This is an optimization exercise on Yosys and OpenROAD, whose aim is small area, a short achievable clock period and few clock cycles, not a production implementation. Only simulation tests tie the RTL to the original design; equivalence was not proved.

==> flow/run.sh <==
#!/bin/bash
# synth_recipe.tcl (not shown) runs the flow's synth.tcl, then flattens the netlist and writes it again
# the make line also repeats each setting of config.mk as NAME=value (left out here)
make -C /OpenROAD-flow-scripts/flow DESIGN_CONFIG=/design/flow/config.mk WORK_HOME=/design/flow/orfs CLKGATE_MAP_FILE= SYNTH_SCRIPT=/design/flow/synth_recipe.tcl finish
==> flow/config.mk <==
export PLATFORM = sky130hd
export DESIGN_NAME = alu
export DESIGN_NICKNAME = alu
export VERILOG_FILES = /design/flow/design.v
export SDC_FILE = /design/flow/constraint.sdc
export NUM_CORES = 4
export LEC_CHECK = 0
export CAP_MARGIN = 20
export CORE_MARGIN = 2
export CORE_UTILIZATION = 40
export SLEW_MARGIN = 20
==> flow/constraint.sdc <==
create_clock -name core_clock -period 32.0 [get_ports {i_clk}]
set_input_delay 6.4000 -clock core_clock [delete_from_list [all_inputs] [get_ports {i_clk}]]
set_output_delay 6.4000 -clock core_clock [all_outputs]
set_load 0.01 [all_outputs]
==> flow/design.v <==
module alu #(
    parameter INT_W  = 6,
    parameter FRAC_W = 10,
    parameter INST_W = 4,
    parameter DATA_W = INT_W + FRAC_W
)(
    input                     i_clk,
    input                     i_rst_n,
    input signed [DATA_W-1:0] i_data_a,
    input signed [DATA_W-1:0] i_data_b,
    input        [INST_W-1:0] i_inst,
    output                    o_valid,
    output                    o_busy,
    output       [DATA_W-1:0] o_data
);
integer i;
reg busy_r, pz;
reg v1, v2, v3, v4, v5, v6;
always @(posedge i_clk or negedge i_rst_n) begin
    if (!i_rst_n) begin
        busy_r <= 1'b1;
        v1 <= 1'b0; v2 <= 1'b0; v3 <= 1'b0; v4 <= 1'b0; v5 <= 1'b0; v6 <= 1'b0;
        pz <= 1'b1;
    end else begin
        busy_r <= 1'b0;
        v1 <= ~busy_r;
        v2 <= v1;
        v3 <= v2;
        v4 <= v3;
        v5 <= v4;
        v6 <= v5;
        if (v5) pz <= 1'b0;
    end
end
assign o_busy  = busy_r;
assign o_valid = v6;
reg [15:0] a1, b1;
reg [3:0]  op1;
always @(posedge i_clk) begin
    a1  <= i_data_a;
    b1  <= i_data_b;
    op1 <= i_inst;
end
wire signed [15:0] sa1 = a1;
wire        g_in = (sa1 >= -16'sd1710) && (sa1 <= 16'sd1709);
wire [10:0] gc  = a1[10:0] ^ {11{a1[15]}};
reg  [21:0] asq;
always @(*) begin
    asq = {10'b0, a1[15], 11'b0} & 22'd0;
    for (i = 0; i < 11; i = i + 1)
        asq = asq + ({21'b0, gc[i]} << (2*i));
    for (i = 0; i < 11; i = i + 1)
        asq = asq + (({11'b0, gc} & {22{gc[i]}} & ~((22'd1 << (i+1)) - 22'd1)) << (i + 1));
    asq = asq + (a1[15] ? {10'b0, gc, 1'b1} : 22'd0);
end
wire        fsa  = a1[15];
wire        fsb  = b1[15] ^ op1[0];
wire        fswp = b1[14:0] > a1[14:0];
wire [14:0] fbig = fswp ? b1[14:0] : a1[14:0];
wire [14:0] fsml = fswp ? a1[14:0] : b1[14:0];
wire [4:0]  fdif = fbig[14:10] - fsml[14:10];
wire [18:0] fsh  = {1'b1, fsml[9:0], 8'b0} >> fdif;
wire [19:0] fsum = (fsa ^ fsb) ? ({1'b0, 1'b1, fbig[9:0], 8'b0} - {1'b0, fsh})
                               : ({1'b0, 1'b1, fbig[9:0], 8'b0} + {1'b0, fsh});
wire        fsgn = fswp ? fsb : fsa;
reg [15:0] x2, y2;
reg [3:0]  op2;
reg        gin2;
always @(posedge i_clk) begin
    op2  <= op1;
    gin2 <= g_in;
    x2   <= op1[3] ? fsum[15:0] : a1;
    y2   <= op1[3] ? {6'b0, fsgn, fbig[14:10], fsum[19:16]}
          : (op1 == 4'd4) ? asq[21:6] : b1;
end
wire [29:0] kprod = {14'b0, y2} * 30'd2349 + 30'd8192 + (30'd52288 << 14);
wire [15:0] gM    = kprod[29:14];
wire [19:0] fm = {y2[3:0], x2};
reg [3:0] flz;
always @(*) begin
    flz = 4'd11;
    for (i = 10; i >= 0; i = i - 1)
        if (fm[18-i]) flz = i[3:0];
end
wire [18:0] fn    = fm[19] ? fm[19:1] : (fm[18:0] << flz);
wire        fbias = fn[7] & (fn[8] | (|fn[6:0]));
wire [10:0] fman  = {1'b0, fn[17:8]} + {10'b0, fbias};
wire [4:0]  fexp  = y2[8:4] + {4'b0, fm[19]} - {1'b0, fm[19] ? 4'd0 : flz} + {4'b0, fman[10]};
wire [15:0] rfp   = {y2[9], fexp, fman[9:0]};
wire signed [15:0] sx2 = x2;
wire signed [15:0] sy2 = y2;
wire signed [16:0] sadd = sx2 + sy2;
wire signed [16:0] ssub = sx2 - sy2;
wire [15:0] radd = (sadd[16] != sadd[15]) ? {sadd[16], {15{~sadd[16]}}} : sadd[15:0];
wire [15:0] rsub = (ssub[16] != ssub[15]) ? {ssub[16], {15{~ssub[16]}}} : ssub[15:0];
reg [3:0] clz;
always @(*) begin
    clz = 4'd0;
    for (i = 0; i < 16; i = i + 1)
        if (x2[i]) clz = 4'd15 - i[3:0];
end
reg [4:0] pop;
always @(*) begin
    pop = 5'd0;
    for (i = 0; i < 16; i = i + 1)
        pop = pop + {4'b0, x2[i]};
end
wire [31:0] jy  = {y2, ~y2} << pop;
function [31:0] lfsr_seq(input [15:0] x);
    integer j;
    reg [31:0] u;
    begin
        u = {x, 16'b0};
        for (j = 0; j < 16; j = j + 1)
            u[15-j] = u[31-j] ^ u[29-j] ^ u[28-j] ^ u[26-j];
        lfsr_seq = u;
    end
endfunction
wire [31:0] lu = lfsr_seq(x2);
wire [31:0] ly = lu << y2[4:0];
reg [15:0] x3;
reg [16:0] y3;
reg [3:0]  op3;
reg        gin3;
always @(posedge i_clk) begin
    op3  <= op2;
    gin3 <= gin2;
    y3   <= (op2 == 4'd4) ? {1'b0, gM} : {y2[15], y2};
    case (op2)
        4'd0: x3 <= radd;
        4'd1: x3 <= rsub;
        4'd5: x3 <= {12'b0, clz};
        4'd6: x3 <= jy[31:16];
        4'd7: x3 <= ly[31:16];
        4'd8, 4'd9: x3 <= rfp;
        default: x3 <= x2;
    endcase
end
wire signed [15:0] sx3 = x3;
wire signed [16:0] sy3 = y3;
wire signed [32:0] prod = sx3 * sy3;
reg [23:0] p4;
reg [15:0] x4;
reg [3:0]  op4;
reg        gin4;
always @(posedge i_clk) begin
    op4  <= op3;
    gin4 <= gin3;
    p4   <= prod[32:9];
    x4   <= x3;
end
wire signed [22:0] mtr  = p4[23:1] + {22'b0, p4[0]};
wire [15:0] mrnd = (mtr > 23'sd32767) ? 16'h7fff : (mtr < -23'sd32768) ? 16'h8000 : mtr[15:0];
wire signed [12:0] s1   = p4[19:7] + {12'b0, p4[6]};
wire [12:0]        s1ab = s1[12] ? -s1 : s1;
wire signed [12:0] s1h  = s1 + (s1[12] ? -13'sd511 : 13'sd513);
wire signed [11:0] tt   = (s1ab < 13'd512) ? s1[11:0] : s1h[12:1];
wire [10:0]        gz   = 11'd1024 + tt[10:0];
reg [15:0] r5;
reg [10:0] z5;
reg        mac5, gel5;
always @(posedge i_clk) begin
    mac5 <= (op4 == 4'd3);
    gel5 <= (op4 == 4'd4) & gin4;
    z5   <= gz;
    if (op4 == 4'd2 || op4 == 4'd3)
        r5 <= mrnd;
    else if (op4 == 4'd4 && !gin4 && x4[15])
        r5 <= 16'd0;
    else
        r5 <= x4;
end
reg [15:0] o_data_r;
wire [15:0]        prev = pz ? 16'd0 : o_data_r;
wire signed [15:0] sprev = prev;
wire signed [15:0] sr5 = r5;
wire signed [16:0] macs = sprev + sr5;
wire [15:0]        rmac = (macs[16] != macs[15]) ? {macs[16], {15{~macs[16]}}} : macs[15:0];
wire signed [11:0] sga = r5[11:0];
wire signed [11:0] sgz = {1'b0, z5};
wire signed [23:0] gp   = sga * sgz;
wire signed [12:0] gres = (gp + 24'sd1024) >>> 11;
always @(posedge i_clk) begin
    if (v5)
        o_data_r <= mac5 ? rmac : gel5 ? {{3{gres[12]}}, gres} : r5;
end
assign o_data = o_data_r;
endmodule
==> results.py <==
metrics = {
    "place": {
        "dp_hpwl_mm": 83.9,
        "dp_worst_setup_slack_ns": 24.49,
        "dp_cells": 5557,
        "port_buffers": 55,
        "gp_congestion": 0.940,
    },
    "clock_tree": {
        "h-tree-depth": 1,
        "cts_hold_buf": 0,
        "cts.sinks": 209,
        "clk_path_buf_depth": 3,
        "cts_resized": 0,
        "clk_transition_reported_paths_ns": 0.06,
        "cts_tree": "done",
        "cts_buffers": 28,
        "root_buffer": "clkbuf_16",
        "postCtsSetupBuffers": 0,
        "clkLatencyLatePin_ns": 0.60,
    },
    "detailed_routing": {
        "drtIter0Drc": 2360,
        "ant_nets": 0,
        "viasPerCell": 5.43,
        "vias": 30500,
        "drcViolationCount": 0,
        "wire_per_inst_um": 19.0,
        "firstDrtPassIters": 6,
        "finalWirelength_mm": 106,
    },
    "logic_synthesis": {
        "synth_nets": 5369,
        "synthTopCellsByArea": "fa_1 27%, ha_1 14%, dfxtp_1 9.9%, inv_1 6.9%, nand2_1 4.6%",
        "synth_area_per_cell_um2": 8.46,
        "synth.top_cells.by_count": "690 x inv_1, 501 x fa_1, 462 x nand2_1",
        "synthCells": 4420,
        "ys.flop_type": "dfxtp_1",
        "async_reset_ff_frac": 0.0383,
        "ys_types": 91,
        "synth.top_cell.area_share": 0.268,
        "synth_area_mm2": 0.0374,
        "yosys.area.top_type": "fa_1",
        "synth-seq-cells": 209,
        "synth_edf_count": 16,
        "synth.most_common_cell": "inv_1",
        "ys_seq_area_frac": 0.117,
        "ys_warn_count": 1,
    },
    "critical_path": {
        "cp_slowest_cell": "dfstp_2",
        "path_class": "reg -> out",
        "worstPathArrival_ns": 1.65,
        "path_cells": "clkdlybuf4s50_1",
        "cp_top_family": "flip-flops",
        "required_ns": 25.60,
        "end_kind": "output pin",
        "crit_fanout": 2,
        "path_buf_inv": 1,
        "cpPeakStageDelay_ns": 0.53,
        "cp-start-kind": "flip-flop",
    },
    "grt": {
        "gr-usage-met3": 0.0187,
        "grt_max_degree": 61,
        "antenna_found_initial": 1,
        "grt_use_total": 0.226,
        "overflow": 0,
        "grtUsageMet1": 0.314,
        "met2_usage": 0.379,
        "grt_pass1_vias": 30700,
        "grt-busiest-layer": "met2",
        "grt_pass1_wl_mm": 172,
    },
    "sta": {
        "finalHoldViolCount": 0,
        "fin_skew_ns": 0.0312,
        "relSlewSlack": 0.255,
        "period_minus_slack_ns": 8.05,
        "tightest_slew_ns": 1.12,
        "setup_viol": 0,
        "rsz0062_at_grt": "no",
        "post-route-period-util": 0.252,
        "slew_viol_final": 0,
        "fmax_ghz": 0.124,
        "tns_ns": 0,
        "setup_slack_ns": 23.95,
    },
    "min_path": {
        "hold_path.class": "reg -> reg",
    },
    "cells_and_area": {
        "n_antenna_cell": 0,
        "fin_nets": 5282,
        "drive_gt1_frac": 0.0496,
        "fin_cells": 5609,
        "syn2layout_area_growth_pct": 7.24,
    },
    "floorplan": {
        "die_x_um": 310,
        "ios": 56,
        "initial_core_util": 0.402,
        "dieHeight_um": 310,
        "die_area_mm2": 0.0960,
        "coreArea_mm2": 0.0930,
        "rows": 112,
    },
    "run_status": {
        "status": "no timing/DRC/antenna violations",
    },
    "job": {
        "maxCapViolCount": 0,
    },
}
==> final timing paths <==
kind                             startpoint          endpoint  slack, ns  depth (start not counted)
min                          op3[3]$_DFF_P_    op4[3]$_DFF_P_       0.33                          0
min in group asynchronous           i_rst_n      v6$_DFF_PN0_       6.07                          1
min reg2reg                  op3[3]$_DFF_P_    op4[3]$_DFF_P_       0.33                          0
max                        busy_r$_DFF_PN1_            o_busy      23.95                          1
max in group asynchronous           i_rst_n  busy_r$_DFF_PN1_      25.63                          1
max reg2reg                  a1[10]$_DFF_P_     y2[2]$_DFF_P_      24.24                         30
==> cell usage in the layout (no fill, tap or decap), types with 23 or more instances in the layout <==
cell	Yosys	layout
clkbuf_16	0	30
o21ai_0	200	200
and3_1	30	30
o211ai_1	26	26
inv_1	690	690
nand3_1	72	72
a211oi_1	46	46
and2_1	176	176
mux2i_1	77	77
nor3_1	66	66
dfxtp_1	185	181
clkdlybuf4s50_1	0	55
xnor2_1	155	154
nand2b_1	30	30
nand2_1	462	462
fa_1	501	500
a21oi_1	237	236
a21o_1	34	34
or2_2	53	53
buf_4	0	44
xor2_1	64	63
a31oi_1	27	27
ha_1	410	410
nor2_1	247	246
mux4_2	23	23
nor2b_1	51	51
==> kinds of logic after synthesis <==
family,synth area share
adder cells (fa/ha/maj),0.406
other,0.000100
multiplexers,0.0384
AO/OA/AOI/OAI,0.135
flip-flops,0.117
XOR/XNOR,0.0513
buffers and inverters,0.0918
AND/OR/NAND/NOR,0.160
==> registers in the layout, summed over array words and instances, names as in the netlist, 11 cells and up <==
signal	cells
y2	16
a1	16
x2	16
r5	16
x4	16
y3	17
x3	16
p4	24
b1	16
z5	11
o_data_r	16
==> layout make-up <==
| type | instances | area [um^2] |
|---|---|---|
| Clock buffer | 32 | 768 |
| Clock inverter | 20 | 270 |
| Fill cell | 9457 | 52900 |
| Inverter | 694 | 2610 |
| Multi-Input combinational cell | 3301 | 29600 |
| Sequential cell | 209 | 4390 |
| Tap cell | 1254 | 1570 |
| Timing Repair Buffer | 99 | 881 |
==> metal layers <==
| layer | wire length, um | vias to the layer above |
|---|---|---|
| met5 | 4 | - |
| met3 | 5970 | 167 |
| li1 | - | 14300 |
| met1 | 47500 | 15100 |
| met4 | 3050 | 2 |
| met2 | 49900 | 960 |
==> through the flow <==
stage / cell area (um^2) / hold WS (ns) / util
2_1_floorplan: 37400 / 0.310 / -
3_3_place_gp: 39100 / 0.313 / 0.420
3_5_place_dp: 39100 / 0.314 / 0.420
4_1_cts: 40100 / 0.328 / 0.431
5_1_grt: 40100 / 0.332 / 0.431
6_report: 40100 / 0.326 / 0.431
Testbench counts, summed over its fixed seeds: cycles 1,648.

separate check: timing with driven ports:
The flow's constraints put no driver on any port. The routed layout listed below was extracted and timed again, unchanged, in two steps. Step 1 sets driving cells, clkbuf_16 on the clock port and buf_2 on the other inputs (assumed; they add their load-dependent delay and slew). Step 2 adds t to the input delays and takes it off the output delays; t is the mean of the earliest and latest rising clock arrival at the registers after step 1. Input paths then give back, and output paths get back, about the clock's delay inside the block. Slacks: no drivers / after step 1 / after step 2; pairs: no drivers / after step 1.
t (ns): 0.641
setup WS [ns]: 23.950 / 23.895 / 24.237
cell pins on the clock port's net: 1
After both steps setup and hold are still met in this run. For this run, drivers alone change the setup slack by -0.055 ns; drivers and shift together by +0.287 ns.
